This design comes from an exercise in tuning for small area, a short achievable clock period and few clock cycles on the open sky130 flow, not from production work. At most, simulation tests tie the RTL to the original design; equivalence was not proved. Power figures rest on the tool's default switching activity, not on a simulated workload.

==> module cache, before the edit <==
module cache(
    clk,
    proc_reset,
    proc_read,
    proc_write,
    proc_addr,
    proc_wdata,
    proc_stall,
    proc_rdata,
    mem_read,
    mem_write,
    mem_addr,
    mem_rdata,
    mem_wdata,
    mem_ready
);
    input          clk;
    input          proc_reset;
    input          proc_read, proc_write;
    input   [29:0] proc_addr;
    input   [31:0] proc_wdata;
    output         proc_stall;
    output  [31:0] proc_rdata;
    input  [127:0] mem_rdata;
    input          mem_ready;
    output         mem_read, mem_write;
    output  [27:0] mem_addr;
    output [127:0] mem_wdata;
    reg        done_q;       
    reg        wb_q;         
    reg        rd_q;         
    reg [31:0]  rdata_q;
    reg [27:0]  maddr_q;
    reg [127:0] mwdata_q;
    reg [127:0] line  [0:7];
    reg [24:0]  tag   [0:7];
    reg [7:0]   valid;
    reg [7:0]   dirty;
    wire [2:0]  idx  = proc_addr[4:2];
    wire [1:0]  wsel = proc_addr[1:0];
    wire        req  = proc_read | proc_write;
    wire        look = ~done_q & ~wb_q & ~rd_q;
    wire [7:0] dec = 8'd1 << idx;
    reg  [7:0] match;
    reg  [127:0] line_sel;
    reg  [24:0]  tag_sel;
    integer i;
    always @(*) begin
        line_sel = 128'd0;
        tag_sel  = 25'd0;
        for (i = 0; i < 8; i = i + 1) begin
            match[i] = valid[i] & (tag[i] == proc_addr[29:5]);
            line_sel = line_sel | (line[i] & {128{dec[i]}});
            tag_sel  = tag_sel  | (tag[i]  & {25{dec[i]}});
        end
    end
    wire hit       = |(match & dec);
    wire vd        = |(valid & dirty & dec);
    wire go_wb     = look & req & ~hit & vd;
    wire go_rd     = (look & req & ~hit & ~vd) | (wb_q & mem_ready);
    wire fill      = rd_q & mem_ready;
    wire [31:0] cache_word = line_sel[32*wsel +: 32];
    wire [31:0] mem_word   = mem_rdata[32*wsel +: 32];
    always @(posedge clk or posedge proc_reset) begin
        if (proc_reset) begin
            done_q <= 1'b0;
            wb_q   <= 1'b0;
            rd_q   <= 1'b0;
        end else begin
            done_q <= (look & req & hit) | fill;
            wb_q   <= go_wb | (wb_q & ~mem_ready);
            rd_q   <= go_rd | (rd_q & ~mem_ready);
        end
    end
    always @(posedge clk) begin
        rdata_q       <= rd_q ? mem_word : cache_word;
        mwdata_q      <= line_sel;
        maddr_q[2:0]  <= idx;
        maddr_q[27:3] <= (go_wb | (wb_q & ~mem_ready)) ? tag_sel : proc_addr[29:5];
    end
    wire         wr    = done_q & proc_write;
    wire [127:0] wbus  = rd_q ? mem_rdata : {4{proc_wdata}};
    wire [3:0]   wdec  = 4'd1 << wsel;
    genvar g, w;
    generate
        for (g = 0; g < 8; g = g + 1) begin : L
            for (w = 0; w < 4; w = w + 1) begin : W
                always @(posedge clk)
                    if (dec[g] & (fill | (wr & wdec[w])))
                        line[g][32*w +: 32] <= wbus[32*w +: 32];
            end
            always @(posedge clk)
                if (dec[g] & fill)
                    tag[g] <= proc_addr[29:5];
            always @(posedge clk or posedge proc_reset) begin
                if (proc_reset)
                    valid[g] <= 1'b0;
                else if (dec[g] & fill)
                    valid[g] <= 1'b1;
            end
            always @(posedge clk)
                if (dec[g] & (fill | wr))
                    dirty[g] <= wr;
        end
    endgenerate
    assign proc_stall = ~done_q;
    assign proc_rdata = rdata_q;
    assign mem_read   = rd_q;
    assign mem_write  = wb_q;
    assign mem_addr   = maddr_q;
    assign mem_wdata  = mwdata_q;
endmodule
export LEC_CHECK = 0
export CAP_MARGIN = 20
export CORE_MARGIN = 2
export CORE_UTILIZATION = 45
export PLACE_DENSITY = 0.6
export SETUP_SLACK_MARGIN = 5
export SLEW_MARGIN = 20
create_clock -name core_clock -period 8.0 [get_ports {clk}]
run.sh (not shown) runs the stock make flow with config.mk's settings and CLKGATE_MAP_FILE= SYNTH_SCRIPT=/design/flow/synth_recipe.tcl, a recipe that flattens the netlist after the stock synthesis.
Testbench counts at the start, summed over its fixed seeds: cycles 247,454.
==> next run, changes <==
==> flow/design.v (replaced) <==
module cache(
    clk,
    proc_reset,
    proc_read,
    proc_write,
    proc_addr,
    proc_wdata,
    proc_stall,
    proc_rdata,
    mem_read,
    mem_write,
    mem_addr,
    mem_rdata,
    mem_wdata,
    mem_ready
);
    input          clk;
    input          proc_reset;
    input          proc_read, proc_write;
    input   [29:0] proc_addr;
    input   [31:0] proc_wdata;
    output         proc_stall;
    output  [31:0] proc_rdata;
    input  [127:0] mem_rdata;
    input          mem_ready;
    output         mem_read, mem_write;
    output  [27:0] mem_addr;
    output [127:0] mem_wdata;
    reg        done_q;       
    reg        wb_q;         
    reg        rd_q;         
    reg        fill_q;       
    reg [31:0]  rdata_q;
    reg [27:0]  maddr_q;
    reg [127:0] buf_q;       
    reg [7:0]   ldec_q;      
    reg [3:0]   wen_q;       
    reg [3:0]   wsrc_q;      
    reg [127:0] line  [0:7];
    reg [24:0]  tag   [0:7];
    reg [7:0]   valid;
    reg [7:0]   dirty;
    wire [2:0]  idx  = proc_addr[4:2];
    wire [1:0]  wsel = proc_addr[1:0];
    wire        req  = proc_read | proc_write;
    wire        look = ~done_q & ~wb_q & ~rd_q;
    wire [7:0] dec  = 8'd1 << idx;
    wire [3:0] wdec = 4'd1 << wsel;
    reg  [7:0] match;
    reg  [127:0] line_sel;
    reg  [24:0]  tag_sel;
    integer i;
    always @(*) begin
        line_sel = 128'd0;
        tag_sel  = 25'd0;
        for (i = 0; i < 8; i = i + 1) begin
            match[i] = valid[i] & (tag[i] == proc_addr[29:5]);
            line_sel = line_sel | (line[i] & {128{dec[i]}});
            tag_sel  = tag_sel  | (tag[i]  & {25{dec[i]}});
        end
    end
    wire hit   = |(match & dec);
    wire vd    = |(valid & dirty & dec);
    wire [31:0] cache_word = line_sel[32*wsel +: 32];
    wire [31:0] mem_word   = mem_rdata[32*wsel +: 32];
    always @(posedge clk or posedge proc_reset) begin
        if (proc_reset) begin
            done_q <= 1'b0;
            wb_q   <= 1'b0;
            rd_q   <= 1'b0;
        end else begin
            done_q <= (look & req & hit) | (rd_q & mem_ready);
            wb_q   <= (look & req & ~hit & vd) | (wb_q & ~mem_ready);
            rd_q   <= (look & req & ~hit & ~vd) | (wb_q & mem_ready) | (rd_q & ~mem_ready);
        end
    end
    always @(posedge clk) begin
        fill_q        <= rd_q;
        rdata_q       <= rd_q ? mem_word : cache_word;
        buf_q         <= rd_q ? mem_rdata : line_sel;
        maddr_q[2:0]  <= idx;
        maddr_q[27:3] <= (vd & ~rd_q & ~(wb_q & mem_ready)) ? tag_sel : proc_addr[29:5];
        ldec_q        <= dec;
        wen_q         <= rd_q ? 4'b1111 : (proc_write ? wdec : 4'b0000);
        wsrc_q        <= rd_q ? ~(proc_write ? wdec : 4'b0000) : 4'b0000;
    end
    wire [127:0] wbus;
    genvar g, w;
    generate
        for (w = 0; w < 4; w = w + 1) begin : B
            assign wbus[32*w +: 32] = wsrc_q[w] ? buf_q[32*w +: 32] : proc_wdata;
        end
        for (g = 0; g < 8; g = g + 1) begin : L
            wire sel = done_q & ldec_q[g];
            for (w = 0; w < 4; w = w + 1) begin : W
                always @(posedge clk)
                    if (sel & wen_q[w])
                        line[g][32*w +: 32] <= wbus[32*w +: 32];
            end
            always @(posedge clk)
                if (sel & fill_q)
                    tag[g] <= maddr_q[27:3];
            always @(posedge clk or posedge proc_reset) begin
                if (proc_reset)
                    valid[g] <= 1'b0;
                else if (sel & fill_q)
                    valid[g] <= 1'b1;
            end
            always @(posedge clk)
                if (sel & (fill_q | proc_write))
                    dirty[g] <= proc_write;
        end
    endgenerate
    assign proc_stall = ~done_q;
    assign proc_rdata = rdata_q;
    assign mem_read   = rd_q;
    assign mem_write  = wb_q;
    assign mem_addr   = maddr_q;
    assign mem_wdata  = buf_q;
endmodule
- final cell count came out lower by 3.3%
- cell area falls by 4.6%
- die area grows by 6.4%
- critical path depth came out lower by 5
- sequential power is higher by about 10%
- total power rose by 7.8%
- global-route usage drops by 1.5 points
- via count fell by 0.42%
- count of clock-buffer cells in the layout falls by 6
No functional check of the RTL was part of the second run of this note.

---

Setup of main:
cache, a different RTL version from the one above (not shown whole).
Size in the first run: about 1,400 flip-flops, ~390 I/O pins, about 0.051 mm² of cells after synthesis.
==> module cache, before the edit <==
module cache(
    clk,
    proc_reset,
    proc_read,
    proc_write,
    proc_addr,
    proc_wdata,
    proc_stall,
    proc_rdata,
    mem_read,
    mem_write,
    mem_addr,
    mem_rdata,
    mem_wdata,
    mem_ready
);
    input          clk;
    input          proc_reset;
    input          proc_read, proc_write;
    input   [29:0] proc_addr;
    input   [31:0] proc_wdata;
    output         proc_stall;
    output  [31:0] proc_rdata;
    input  [127:0] mem_rdata;
    input          mem_ready;
    output         mem_read, mem_write;
    output  [27:0] mem_addr;
    output [127:0] mem_wdata;
    reg        done_q;       
    reg        wt_q;         
    reg        wb_q;         
    reg        rd_q;         
    reg        ph;           
    reg        fill_q;       
    reg [31:0]  rdata_q;
    reg [27:0]  maddr_q;
    reg [127:0] buf_q;       
    reg [3:0]   wen_q;       
    reg [127:0] sa [0:3];    
    reg [127:0] sb [0:3];    
    reg [24:0]  ta [0:3];
    reg [24:0]  tb [0:3];
    reg [7:0]   valid;
    reg [7:0]   dirty;
    wire [2:0]  idx  = proc_addr[4:2];
    wire [1:0]  wsel = proc_addr[1:0];
    wire        req  = proc_read | proc_write;
    wire        look = ~done_q & ~wt_q & ~wb_q & ~rd_q;
    wire        inb  = idx[0] ^ ph;             
    wire [7:0] dec  = 8'd1 << idx;
    wire [3:0] pdec = 4'd1 << idx[2:1];
    wire [3:0] wdec = 4'd1 << wsel;
    reg  [127:0] line_sel;
    reg  [24:0]  tag_sel;
    integer i;
    always @(*) begin
        line_sel = 128'd0;
        tag_sel  = 25'd0;
        for (i = 0; i < 4; i = i + 1) begin
            line_sel = line_sel | ((inb ? sb[i] : sa[i]) & {128{pdec[i]}});
            tag_sel  = tag_sel  | ((inb ? tb[i] : ta[i]) & {25{pdec[i]}});
        end
    end
    wire vld   = |(valid & dec);
    wire hit   = vld & (tag_sel == proc_addr[29:5]);
    wire vd    = |(valid & dirty & dec);
    wire hitw  = look & req & hit & proc_write & inb;    
    wire [31:0] cache_word = line_sel[32*wsel +: 32];
    wire [31:0] mem_word   = mem_rdata[32*wsel +: 32];
    always @(posedge clk or posedge proc_reset) begin
        if (proc_reset) begin
            done_q <= 1'b0;
            wt_q   <= 1'b0;
            wb_q   <= 1'b0;
            rd_q   <= 1'b0;
            ph     <= 1'b0;
        end else begin
            done_q <= (look & req & hit & ~hitw) | wt_q | (rd_q & mem_ready);
            wt_q   <= hitw;
            wb_q   <= (look & req & ~hit & vd) | (wb_q & ~mem_ready);
            rd_q   <= (look & req & ~hit & ~vd) | (wb_q & mem_ready) | (rd_q & ~mem_ready);
            ph     <= ~ph;
        end
    end
    always @(posedge clk) begin
        fill_q        <= rd_q;
        rdata_q       <= rd_q ? mem_word : cache_word;
        buf_q         <= rd_q ? mem_rdata : line_sel;
        maddr_q[2:0]  <= idx;
        maddr_q[27:3] <= (vd & ~rd_q & ~(wb_q & mem_ready)) ? tag_sel : proc_addr[29:5];
        wen_q         <= rd_q ? 4'b1111 : (proc_write ? wdec : 4'b0000);
    end
    wire         st_mem = rd_q & mem_ready;          
    wire [127:0] wbus;
    genvar g, w;
    generate
        for (w = 0; w < 4; w = w + 1) begin : B
            assign wbus[32*w +: 32] = (proc_write & wdec[w]) ? proc_wdata :
                                      rd_q ? mem_rdata[32*w +: 32] : buf_q[32*w +: 32];
        end
        for (g = 0; g < 4; g = g + 1) begin : P
            wire sel = pdec[g] & inb;
            for (w = 0; w < 4; w = w + 1) begin : W
                always @(posedge clk)
                    sa[g][32*w +: 32] <= (sel & (st_mem | (done_q & wen_q[w]))) ?
                                         wbus[32*w +: 32] : sb[g][32*w +: 32];
            end
            always @(posedge clk) begin
                sb[g] <= sa[g];
                tb[g] <= ta[g];
                ta[g] <= (sel & (st_mem | (done_q & fill_q))) ? proc_addr[29:5] : tb[g];
            end
        end
        for (g = 0; g < 8; g = g + 1) begin : L
            always @(posedge clk or posedge proc_reset) begin
                if (proc_reset)
                    valid[g] <= 1'b0;
                else if (done_q & dec[g] & fill_q)
                    valid[g] <= 1'b1;
            end
            always @(posedge clk)
                if (done_q & dec[g] & (fill_q | proc_write))
                    dirty[g] <= proc_write;
        end
    endgenerate
    assign proc_stall = ~done_q;
    assign proc_rdata = rdata_q;
    assign mem_read   = rd_q;
    assign mem_write  = wb_q;
    assign mem_addr   = maddr_q;
    assign mem_wdata  = buf_q;
endmodule
clock: 8.0 ns
lec_check: 0
cap_margin: 20
core_margin: 2
core_utilization: 45
place_density: 0.6
setup_slack_margin: 5
slew_margin: 20
Relative to main, the following input files were edited for the feature branch:
-- flow/design.v --
<<< main, line 62
        end
    end
    wire vld   = |(valid & dec);
    wire hit   = vld & (tag_sel == proc_addr[29:5]);
    wire vd    = |(valid & dirty & dec);
    wire hitw  = look & req & hit & proc_write & inb;    
>>> the feature branch, line 62
        end
    end
    reg  [3:0] mta, mtb;
    always @(*)
        for (i = 0; i < 4; i = i + 1) begin
            mta[i] = (ta[i] == proc_addr[29:5]);
            mtb[i] = (tb[i] == proc_addr[29:5]);
        end
    wire [3:0] mt  = inb ? mtb : mta;
    wire vld   = |(valid & dec);
    wire hit   = vld & |(mt & pdec);
    wire vd    = |(valid & dirty & dec);
    wire hitw  = look & req & hit & proc_write & inb;    
No run among the feature branch and main stopped early or left any final violation; all are clean.
In the flow results for the feature branch and main, the worst setup slack is smaller on main.
Compared with main, the feature branch shows total of plain and repair buffers excluding clock buffers that has gone up by a few percent.
Gate count after technology mapping in the feature branch is about 3.5% above main.
Per the comparison of the feature branch with main, final clock skew higher, site row count grew by 1.
Run comparison: main main combinational cell family by area after synthesis simple AND/OR/NAND/NOR gates; the feature branch main combinational cell family by area after synthesis compound AO/OA/AOI/OAI gates
Wire: the feature branch routes more than main
Against main as the reference, the feature branch delivers a lower clock period minus worst slack.
No run of this note included a check of the RTL's function; only the layout flow was run.

separate check: timing with driven ports:
The results above use ideal ports. As a check the final layouts listed here were re-extracted and re-timed, cells and wires unchanged. Step 1 assumes that a clkbuf_16 drives the clock port and a buf_2 every other input. Step 2, shift: input delay + t, output delay - t, t = (earliest + latest rising clock arrival at the registers) / 2. This alone moves slack from input paths to output paths. Slacks: ideal ports / drivers / drivers and shift; pairs: ideal ports / drivers.
run | t, ns | setup slack, ns | pins driven straight from the clock port
the first run of note 1 | 0.839 | 4.666 / 4.492 / 3.654 | 1
the second run of note 1 | 0.851 | 4.975 / 4.806 / 3.956 | 1
main | 0.829 | 4.343 / 4.369 / 3.540 | 1
the feature branch | 0.841 | 4.498 / 4.512 / 3.671 | 1
After both steps every run listed still meets setup and hold. The setup slack of the second run of note 1, which loses most, moves by -0.169 ns with the drivers and by -1.019 ns with both steps.
